Source: an optimization exercise on an open RTL-to-GDS flow (aim: small area and a short achievable clock period). Production flows keep margins and buffers that such runs may drop. The RTL was checked by simulation tests, not by an equivalence proof against the original design. The clock port is modelled as an ideal driver, which makes a skipped or thinned clock tree look cheaper than it is; a real chip needs a root buffer or a tree. Power figures rest on the tool's default switching activity, not on a simulated workload.

==> inputs of wip/zinc <==
==> flow/design.v (excerpt) <==
module part4(
    input clk,
    input [127:0] a,
    input [127:0] b,
    input cin,
    output [127:0] s,
    output cout
);
clock: 3.2 ns
lec_check: 0
cap_margin: 20
core_margin: 2
core_utilization: 52
place_density: 0.75
setup_slack_margin: 1.75
slew_margin: 20
synth_hierarchical: 1
synth_minimum_keep_size: 0
standard.sh (not shown) runs the stock make flow with config.mk's settings and CLKGATE_MAP_FILE= SYNTH_SCRIPT=/design/flow/synth_recipe.tcl, a recipe that flattens the netlist after the stock synthesis.
==> flow/flow/run.sh <==
#!/bin/bash
# The standard layout with four changes: the smallest drive for every
# combinational cell of the synthesised netlist (flow/downsize.tcl; the
# resizer sizes up where timing needs it), the smallest buffer on the
# ports, a shallow two-level clock tree (flow/cts_tree.tcl) in place of
# TritonCTS's, and shorter, stronger paths to the outputs: when the tree is
# built, the flip-flops that drive the output buffers move next to them,
# and they and the buffers get a stronger drive (the resizer still sizes
# everything as usual afterwards).
# make's full output goes to make.log in this folder.
set -euo pipefail
export BUFFER_PORTS_ARGS="-buffer_cell sky130_fd_sc_hd__buf_1"
export PRE_FLOORPLAN_TCL="$(pwd)/flow/downsize.tcl"
export PRE_CTS_TCL="$(pwd)/flow/cts_tree.tcl"
export CTS_TREE_PULL_OUTPUTS=1
export CTS_TREE_OUT_BUF=sky130_fd_sc_hd__buf_4
export CTS_TREE_OUT_FF=sky130_fd_sc_hd__dfxtp_2
bash standard.sh > make.log 2>&1
Other scripts of this flow, unchanged in this note and not shown: flow/flow/cts_tree.tcl, flow/flow/downsize.tcl
==> inputs of wip/tundra, as changes to wip/zinc <==
CORE_UTILIZATION = 68   (was 52)
==> impl_metrics.toml <==
[outcome]
status = "finished clean"

[worst_setup_path]
startpoint = "r1gn[0]"
critical_path_buf_inv_count = 1

[timing]
layout_setup_ws_ns = 1.73

[drt]
routedWlPerCell_um = 15.8
# the run above: wip/zinc

==> impl_metrics.toml <==
[outcome]
status = "finished clean"

[timing]
holdWs_ns = 0.294
layout_setup_ws_ns = 1.77

[worst_setup_path]
startpoint = "r0s[57]"
critical_path_buf_inv_count = 0

[global_route]
antenna_found_initial = 1
grtUsageMet1_pct = 24.3

[cells_and_area]
diodes = 1
# the run above: wip/tundra

In every run of this note, the design's own scripts or RTL, not TritonCTS, make the clock network.

---

==> inputs of build 95 <==
Starting RTL as in the previous note.
clock: 3.2 ns
lec_check: 0
cap_margin: 20
core_margin: 2
core_utilization: 60
place_density: 0.75
setup_slack_margin: 1.72
slew_margin: 20
synth_hierarchical: 1
synth_minimum_keep_size: 0
Scripts as last shown in full above: flow/flow/run.sh
Other scripts of this flow, unchanged in this note and not shown: flow/flow/cts_tree.tcl, flow/flow/downsize.tcl
==> inputs of build 70, as changes to build 95 <==
SETUP_SLACK_MARGIN = 1.78   (was 1.72)
==> run notes <==
	build 70	build 95
Bufs and invs on worst path	1	0
Setup WS pre-CTS	1440 ps	1500 ps
Area of all placed cells without fillers	32700 µm²	32000 µm²
Drt pass-1 iters	5	4
Global-route wire length before repair	67900 µm	68000 µm
Number of gates resized after cts	20	10
Starting DRT DRC Count	574	591
Tmin final	1410 ps	1460 ps
Data required time of the critical path	2560 ps	3350 ps
Critical Path AT	770 ps	1610 ps
Worst-case register-to-register setup slack	1800 ps	1740 ps
Sw Ratio	25.1%	25.0%
Max-slew headroom	71.4%	73.4%
Measured slew at the worst slew-check pin	427 ps	396 ps
GRT met2 Usage	32.9%	33.1%
Critical Path Max Stage Delay	360 ps	350 ps
Post-layout net count	2681	2680
Detailed placement HPWL	33000 µm	32400 µm
Vias	13.3k	13.3k
Number of fillers in the final layout	2953	3072
Final standard cell count with taps included and fillers excluded	2859	2858
Net Sw Power	0.00646 W	0.00634 W
GRT Util Overall	18.1%	18.0%
Met3 track demand over resource	2.10%	1.39%
Result of the run	complete, no violations	complete, no violations
Final Wtd Congestion	0.781	0.783
No run of this note takes its clock network from TritonCTS; it comes from the design's own scripts or RTL.

---

==> run R: inputs <==
part4, a different RTL version from the one above (not shown whole).
==> flow/config.mk <==
export PLATFORM = sky130hd
export DESIGN_NAME = part4
export DESIGN_NICKNAME = part4
export VERILOG_FILES = /design/flow/design.v
export SDC_FILE = /design/flow/constraint.sdc
export NUM_CORES = 4
export LEC_CHECK = 0
export CAP_MARGIN = 20
export CORE_MARGIN = 2
export CORE_UTILIZATION = 60
export CTS_BUF_LIST = sky130_fd_sc_hd__clkbuf_8 sky130_fd_sc_hd__clkbuf_16
export CTS_CLUSTER_DIAMETER = 60
export CTS_CLUSTER_SIZE = 20
export PLACE_DENSITY = 0.75
export SETUP_SLACK_MARGIN = 1.4
export SLEW_MARGIN = 20
export SYNTH_HIERARCHICAL = 1
export SYNTH_MINIMUM_KEEP_SIZE = 0
==> flow/constraint.sdc <==
create_clock -name core_clock -period 3.2 [get_ports {clk}]
set_input_delay 0.6400 -clock core_clock [delete_from_list [all_inputs] [get_ports {clk}]]
set_output_delay 0.6400 -clock core_clock [all_outputs]
set_load 0.01 [all_outputs]
==> flow/flow/run.sh <==
#!/bin/bash
# The standard layout with two changes: the smallest buffer on the ports
# (the resizer still upsizes those that limit timing), and a shallow
# two-level clock tree (flow/cts_tree.tcl) in place of TritonCTS's.
# make's full output goes to make.log in this folder.
set -euo pipefail
export BUFFER_PORTS_ARGS="-buffer_cell sky130_fd_sc_hd__buf_1"
export PRE_CTS_TCL="$(pwd)/flow/cts_tree.tcl"
bash standard.sh > make.log 2>&1
==> flow/flow/cts_tree.tcl <==
# Sourced by ORFS's cts.tcl as PRE_CTS_TCL. Replaces clock_tree_synthesis
# with a two-level tree: the flip-flops are split by recursive bisection of
# their placement into clusters of at most CTS_TREE_CAP sinks, each driven
# by a leaf buffer at its centre; the leaves are split the same way into
# CTS_TREE_ROOTS groups, each driven by a root buffer that the clock port
# drives. Every flip-flop sees the same two buffers, so the tree is
# balanced; it is just shallower than TritonCTS's.

proc cts_tree_bisect { pts cap } {
  # pts: list of {item x y}; returns a list of clusters (lists of pts)
  if { [llength $pts] <= $cap } { return [list $pts] }
  set xs [lsort -real [lmap p $pts { lindex $p 1 }]]
  set ys [lsort -real [lmap p $pts { lindex $p 2 }]]
  set dx [expr { [lindex $xs end] - [lindex $xs 0] }]
  set dy [expr { [lindex $ys end] - [lindex $ys 0] }]
  set idx [expr { $dx >= $dy ? 1 : 2 }]
  set s [lsort -real -index $idx $pts]
  set h [expr { [llength $s] / 2 }]
  return [concat [cts_tree_bisect [lrange $s 0 [expr { $h - 1 }]] $cap] \
                 [cts_tree_bisect [lrange $s $h end] $cap]]
}

proc cts_tree_centre { pts } {
  set sx 0.0; set sy 0.0
  foreach p $pts { set sx [expr { $sx + [lindex $p 1] }]; set sy [expr { $sy + [lindex $p 2] }] }
  set n [llength $pts]
  return [list [expr { int($sx / $n) }] [expr { int($sy / $n) }]]
}

proc cts_tree_buffer { block master name x y innet } {
  set inst [odb::dbInst_create $block $master $name]
  $inst setLocation $x $y
  $inst setPlacementStatus PLACED
  set net [odb::dbNet_create $block "${name}_net"]
  $net setSigType CLOCK
  [$inst findITerm X] connect $net
  if { $innet ne "" } { [$inst findITerm A] connect $innet }
  return [list $inst $net]
}

rename clock_tree_synthesis cts_tree_tritoncts
proc clock_tree_synthesis { args } {
  set cap [expr { [info exists ::env(CTS_TREE_CAP)] ? $::env(CTS_TREE_CAP) : 35 }]
  set nroots [expr { [info exists ::env(CTS_TREE_ROOTS)] ? $::env(CTS_TREE_ROOTS) : 4 }]
  set leafbuf [expr { [info exists ::env(CTS_TREE_LEAF)] ? $::env(CTS_TREE_LEAF) : "sky130_fd_sc_hd__clkbuf_16" }]
  set rootbuf [expr { [info exists ::env(CTS_TREE_ROOT)] ? $::env(CTS_TREE_ROOT) : "sky130_fd_sc_hd__clkbuf_16" }]
  set db [ord::get_db]
  set block [ord::get_db_block]
  set src [lindex [get_property [lindex [all_clocks] 0] sources] 0]
  set clknet [[$block findBTerm [get_full_name $src]] getNet]
  set sinks {}
  foreach it [$clknet getITerms] {
    set bb [[$it getInst] getBBox]
    lappend sinks [list $it [expr { ([$bb xMin] + [$bb xMax]) / 2 }] [expr { ([$bb yMin] + [$bb yMax]) / 2 }]]
  }
  set clusters [cts_tree_bisect $sinks $cap]
  set leaves {}
  set i 0
  foreach c $clusters {
    lassign [cts_tree_centre $c] x y
    lappend leaves [list $i $x $y]
    set leafnet($i) $c
    incr i
  }
  set groups [cts_tree_bisect $leaves [expr { int(ceil([llength $leaves] / double($nroots))) }]]
  set lm [$db findMaster $leafbuf]
  set rm [$db findMaster $rootbuf]
  set r 0
  foreach g $groups {
    lassign [cts_tree_centre $g] x y
    lassign [cts_tree_buffer $block $rm "ctree_root_$r" $x $y $clknet] rinst rnet
    foreach l $g {
      lassign $l li lx ly
      lassign [cts_tree_buffer $block $lm "ctree_leaf_$li" $lx $ly $rnet] linst lnet
      foreach s $leafnet($li) {
        set it [lindex $s 0]
        $it disconnect
        $it connect $lnet
      }
    }
    incr r
  }
  puts "cts_tree: [llength $sinks] sinks, [llength $clusters] leaf buffers, [llength $groups] root buffers"
  set_propagated_clock [all_clocks]
}
==> run C: changes against run R <==
==> flow/flow/run.sh (replaced) <==
#!/bin/bash
# The standard layout, with the smallest buffer on the ports in place of
# the default port buffer; the resizer still upsizes port buffers that
# limit timing. make's full output goes to make.log in this folder.
set -euo pipefail
export BUFFER_PORTS_ARGS="-buffer_cell sky130_fd_sc_hd__buf_1"
bash standard.sh > make.log 2>&1
removed: flow/flow/cts_tree.tcl
==> run G: changes against run R <==
--- a/flow/flow/cts_tree.tcl
+++ b/flow/flow/cts_tree.tcl
@@ -48,4 +48,4 @@
   set block [ord::get_db_block]
-  set src [lindex [get_property [lindex [all_clocks] 0] sources] 0]
-  set clknet [[$block findBTerm [get_full_name $src]] getNet]
+  set clk [get_ports [get_property [lindex [all_clocks] 0] sources]]
+  set clknet [$block findNet [get_name [get_nets -of_objects $clk]]]
   set sinks {}
==> summary of the runs <==
Between run R and run C, the lower first-iteration DRC count is in run C (gap about 6%, measured against run C).
Against run R, the clock power of run C is higher by about 33%.
Of run C and run R, run C has the higher cell count (gap about 1.2%, measured against run R).
Run G aborted during clock tree synthesis with STA-0333. Run R produced a clean layout. Run C completed with no timing, DRC or antenna violations.
Between run R and run C, the lower sequential share of layout area is in run C (gap 1.4 points).
Between run R and run C, the lower utilization is in run R (gap 1.5 points).
In run R the design's own scripts or RTL, not TritonCTS, make the clock network.

port drivers added, routing unchanged:
The results above use ideal ports. As a check the final layouts listed here were re-extracted and re-timed, cells and wires unchanged.
Step 1, drivers: a clkbuf_16 drives clk and a buf_2 each remaining input, both assumed.
Step 2 adds t to the input delays and takes it off the output delays; t is the mean of the earliest and latest rising clock arrival at the registers after step 1. Input paths then give back, and output paths get back, about the clock's delay inside the block.
a / b / c = ideal ports / drivers / drivers and shift; a / b = the first two.
| run | t (ns) | slack for setup (ns) | hold WS [ns] | latest minus earliest clock arrival (ns) | cell pins on the clock port's net |
|---|---|---|---|---|---|
| wip/zinc | 0.531 | 1.730 / 1.530 / 1.531 | 0.302 / 0.304 / 0.304 | 0.057 / 0.056 | 4 |
| wip/tundra | 0.526 | 1.771 / 1.539 / 1.541 | 0.294 / 0.295 / 0.295 | 0.053 / 0.053 | 4 |
| build 95 | 0.524 | 1.738 / 1.534 / 1.515 | 0.311 / 0.312 / 0.312 | 0.047 / 0.047 | 4 |
| build 70 | 0.528 | 1.792 / 1.542 / 1.537 | 0.311 / 0.312 / 0.312 | 0.050 / 0.049 | 4 |
| run R | 0.493 | 1.361 / 1.429 / 0.949 | 0.324 / 0.324 / 0.324 | 0.020 / 0.020 | 4 |
| run C | 0.673 | 1.415 / 1.383 / 0.913 | 0.287 / 0.256 / 0.316 | 0.022 / 0.022 | 1 |
After both steps every run listed still meets setup and hold. For run C, which loses most, drivers alone change the setup slack by -0.032 ns; drivers and shift together by -0.502 ns.
